This is an optimization exercise on Yosys and OpenROAD, whose aim is small area, not a production implementation.
Where RTL was checked, it was by simulation tests only, not by an equivalence proof against the original.
Power figures rest on the tool's default switching activity, not on a simulated workload.

==> module carrier_nco, before the edit <==
module carrier_nco (
  input  logic        clk,
  input  logic        rstn,
  input  logic        tic_enable,
  input  logic [28:0] f_control,
  output logic [31:0] carrier_val,
  output logic [3:0]  phase_reg       
);
  logic [29:0] accum_reg;
  logic [21:0] cycle_count_reg;
  logic [29:0] sum;
  logic        carry;
  logic [22:0] k;
  logic [21:0] cnt_inc;
  nco_adder #(.W(30), .B1(10), .B2(20), .BT(29)) add (
    .a(accum_reg), .b(f_control), .s(sum), .co(carry)
  );
  always_ff @(posedge clk) begin
    if (!rstn) accum_reg <= '0;
    else       accum_reg <= sum;
  end
  assign phase_reg = accum_reg[29:26];
  assign k[0]  = carry;
  assign k[11] = carry & (&cycle_count_reg[10:0]);
  for (genvar i = 0; i < 22; i++) begin : g_cnt
    if (i == 10 || i == 21) begin : g_x
      hx_cell u_hx (.a(cycle_count_reg[i]), .b(k[i]), .s(cnt_inc[i]));
    end else begin : g_h
      ha_cell u_ha (.a(cycle_count_reg[i]), .b(k[i]), .s(cnt_inc[i]), .co(k[i+1]));
    end
  end
  always_ff @(posedge clk) begin
    if (!rstn || tic_enable) cycle_count_reg <= '0;
    else                     cycle_count_reg <= cnt_inc;
  end
  logic        lat_load, lat_hold;
  logic [31:0] cv_next;
  assign lat_load = tic_enable & rstn;
  assign lat_hold = ~tic_enable & rstn;
  for (genvar i = 0; i < 32; i++) begin : g_cv
    logic nv;
    if (i < 10) begin : g_ph
      assign nv = accum_reg[20+i];
    end else begin : g_cc
      assign nv = cycle_count_reg[i-10];
    end
    sel_cell u_sel (.s1(lat_load), .x(nv), .s0(lat_hold), .y(carrier_val[i]), .z(cv_next[i]));
  end
  always_ff @(posedge clk) begin
    carrier_val <= cv_next;
  end
endmodule
==> module code_nco, before the edit <==
module code_nco (
  input  logic        clk,
  input  logic        rstn,
  input  logic        tic_enable,
  input  logic [27:0] f_control,
  output logic        hc_enable,
  output logic [9:0]  code_nco_phase
);
  logic [28:0] accum_reg;
  logic [28:0] sum;
  logic        carry;
  nco_adder #(.W(29), .B1(10), .B2(20), .BT(28)) add (
    .a(accum_reg), .b(f_control), .s(sum), .co(carry)
  );
  always_ff @(posedge clk) begin
    if (!rstn) accum_reg <= '0;
    else       accum_reg <= sum;
  end
  logic       lat_load, lat_hold;
  logic [9:0] ph_next;
  assign lat_load = tic_enable & rstn;
  assign lat_hold = ~tic_enable & rstn;
  for (genvar i = 0; i < 10; i++) begin : g_ph
    sel_cell u_sel (.s1(lat_load), .x(accum_reg[19+i]), .s0(lat_hold), .y(code_nco_phase[i]), .z(ph_next[i]));
  end
  always_ff @(posedge clk) begin
    code_nco_phase <= ph_next;
  end
  always_ff @(posedge clk) begin
    hc_enable <= rstn & carry;
  end
endmodule
Settings: LEC_CHECK=0, CAP_MARGIN=0, CORE_MARGIN=2, CORE_UTILIZATION=70, SLEW_MARGIN=0, SYNTH_HIERARCHICAL=1; clock period 10.0 ns.
standard.sh (not shown) runs the stock make flow with config.mk's settings and CLKGATE_MAP_FILE= SYNTH_SCRIPT=/design/flow/synth_recipe.tcl, a recipe that flattens the netlist after the stock synthesis.
==> flow/flow/run.sh <==
#!/bin/bash
# Layout flow: the standard ORFS flow (standard.sh, unchanged synthesis),
# with two settings changed:
#  - every input and output port still gets its own buffer, but a small
#    buf_1 instead of the default delay buffer (repair may resize it);
#  - clock tree: no dummy loads, smaller clock buffers.
# Each tool's full output is kept in orfs/logs; make's output in standard.log.
set -euo pipefail
export BUFFER_PORTS_ARGS="-buffer_cell sky130_fd_sc_hd__buf_1"
export CTS_ARGS="-sink_clustering_enable -repair_clock_nets -dont_use_dummy_load -buf_list sky130_fd_sc_hd__clkbuf_8 -sink_clustering_size 16 -sink_clustering_max_diameter 60"
bash standard.sh > standard.log 2>&1
Then changed:
--- a/flow/design.v
+++ b/flow/design.v
@@ -24,9 +24,9 @@
   logic [29:0] sum;
   logic        carry;
   logic [22:0] k;
   logic [21:0] cnt_inc;
-  nco_adder #(.W(30), .B1(10), .B2(20), .BT(29)) add (
+  nco_adder #(.W(30), .B1(13), .B2(22), .BT(29)) add (
     .a(accum_reg), .b(f_control), .s(sum), .co(carry)
   );
   always_ff @(posedge clk) begin
     if (!rstn) accum_reg <= '0;
@@ -73,9 +73,9 @@
 );
   logic [28:0] accum_reg;
   logic [28:0] sum;
   logic        carry;
-  nco_adder #(.W(29), .B1(10), .B2(20), .BT(28)) add (
+  nco_adder #(.W(29), .B1(13), .B2(21), .BT(28)) add (
     .a(accum_reg), .b(f_control), .s(sum), .co(carry)
   );
   always_ff @(posedge clk) begin
     if (!rstn) accum_reg <= '0;
After rerunning: The changed run finished clean. Cell count drops by 0.63%. Clock-buffer cell count drops by 1. Clock skew drops by 0.039 ns. Non-clock buffer count climbs by 2. Combinational power drops by about 6%. Worst setup slack is worse by 0.21 ns. Clock power hardly moves. Cell area drops by about 0.5%. Total power drops by about 2.8%. Global-route usage drops by 0.40 points. Synthesized area is about the same. Core utilization drops by 0.18 points. Die area barely changes. Wire length drops by 1.2%.

* * *

== run A ==
Starting RTL as in the previous note.
export LEC_CHECK = 0
export CAP_MARGIN = 0
export CORE_MARGIN = 2
export CORE_UTILIZATION = 55
export SLEW_MARGIN = 0
export SYNTH_HIERARCHICAL = 1
create_clock -name core_clock -period 10.0 [get_ports {clk}]
Scripts as last shown in full above: flow/flow/run.sh
Setup changes, run A to run D
--- a/flow/design.v
+++ b/flow/design.v
@@ -24,9 +24,9 @@
   logic [29:0] sum;
   logic        carry;
   logic [22:0] k;
   logic [21:0] cnt_inc;
-  nco_adder #(.W(30), .B1(10), .B2(20), .BT(29)) add (
+  nco_adder2 #(.W(30), .B1(15), .BT(29)) add (
     .a(accum_reg), .b(f_control), .s(sum), .co(carry)
   );
   always_ff @(posedge clk) begin
     if (!rstn) accum_reg <= '0;
@@ -73,9 +73,9 @@
 );
   logic [28:0] accum_reg;
   logic [28:0] sum;
   logic        carry;
-  nco_adder #(.W(29), .B1(10), .B2(20), .BT(28)) add (
+  nco_adder2 #(.W(29), .B1(15), .BT(28)) add (
     .a(accum_reg), .b(f_control), .s(sum), .co(carry)
   );
   always_ff @(posedge clk) begin
     if (!rstn) accum_reg <= '0;
@@ -139,8 +139,43 @@
     end
   end
   assign co = c0[W] | (cb2 & (&s0[W-1:B2]));
 endmodule
+module nco_adder2 #(
+  parameter int W  = 30,
+  parameter int B1 = 15,
+  parameter int BT = 29
+) (
+  input  logic [W-1:0]  a,
+  input  logic [BT-1:0] b,     
+  output logic [W-1:0]  s,
+  output logic          co
+);
+  logic [W:0]   c0;    
+  logic [W-1:0] s0;    
+  logic [W:0]   t1;    
+  logic         cb1;
+  for (genvar i = 0; i < W; i++) begin : g_rc
+    if (i == 0 || i == B1) begin : g_z
+      ha_cell u_ha (.a(a[i]), .b(b[i]), .s(s0[i]), .co(c0[i+1]));
+    end else if (i >= BT) begin : g_t
+      ha_cell u_ha (.a(a[i]), .b(c0[i]), .s(s0[i]), .co(c0[i+1]));
+    end else begin : g_c
+      fa_cell u_fa (.a(a[i]), .b(b[i]), .ci(c0[i]), .s(s0[i]), .co(c0[i+1]));
+    end
+  end
+  assign s[B1-1:0] = s0[B1-1:0];
+  assign cb1 = c0[B1];
+  assign t1[B1] = cb1;
+  for (genvar i = B1; i < W; i++) begin : g_i1
+    if (i == W - 1) begin : g_x
+      hx_cell u_hx (.a(s0[i]), .b(t1[i]), .s(s[i]));
+    end else begin : g_h
+      ha_cell u_ha (.a(s0[i]), .b(t1[i]), .s(s[i]), .co(t1[i+1]));
+    end
+  end
+  assign co = c0[W] | (cb1 & (&s0[W-1:B1]));
+endmodule
 module code_gen (
   input  logic        clk,
   input  logic        rstn,
   input  logic        tic_enable,
==> comparison <==
- Between run A and run D, the difference in cell area after layout is negligible.
- Status: total power parity (run A, run D)
- Looking at run A and run D, the mean cell area of the mapped netlist is a wash.
- Going from run A to run D, leakage dissipation shrank slightly.
- ~same share of final layout cell area taken by clock buffers and inverters in run A and run D
- Compared to run A, run D shows a narrower setup margin.
- Of run A and run D, run A shows the higher instance count of the mapped netlist, with run D below it.
- Going from run A to run D, final worst-path cycle share grew by 8.1 points; fraction of cell area in non-clock buffers shows an increase of 0.24 points; share of total power in combinational logic fell by 0.3 points.
- The cell-internal power on run A is in line with that on run D.
- Run D reports its worst setup path category as input pin to flop while run A reports flop to flop.
- Relative to run A, net count after synthesis decreased by 16 in run D.
Function not checked in run D: the RTL went through the layout flow alone.

## what the ideal ports hide
No port has a modelled driver above. Below, the same layouts with a new extraction and two added sets of constraints. Step 1 sets driving cells, clkbuf_16 on the clock port and buf_2 on the other inputs (assumed; they add their load-dependent delay and slew). Step 2 times the ports against the registers' clock, not the clock port: input delays grow and output delays shrink by t, the midpoint of the rising clock arrivals with the driver on. Three values: ideal ports, drivers, drivers and shift; two values: the first two.
| run | t, ns | setup slack, ns | worst register clock-pin slew, ns |
|---|---|---|---|
| the first run of note 1 | 0.548 | 1.035 / 1.035 / 1.035 | 0.10 / 0.10 |
| the second run of note 1 | 0.577 | 0.823 / 0.823 / 0.283 | 0.10 / 0.10 |
| run A | 0.574 | 1.117 / 1.117 / 1.117 | 0.10 / 0.10 |
| run D | 0.572 | 0.310 / 0.323 / -0.249 | 0.10 / 0.10 |
Met with ideal ports but missed after step 2: setup timing in run D. The setup slack of run D, which loses most, moves by +0.013 ns with the drivers and by -0.559 ns with both steps.
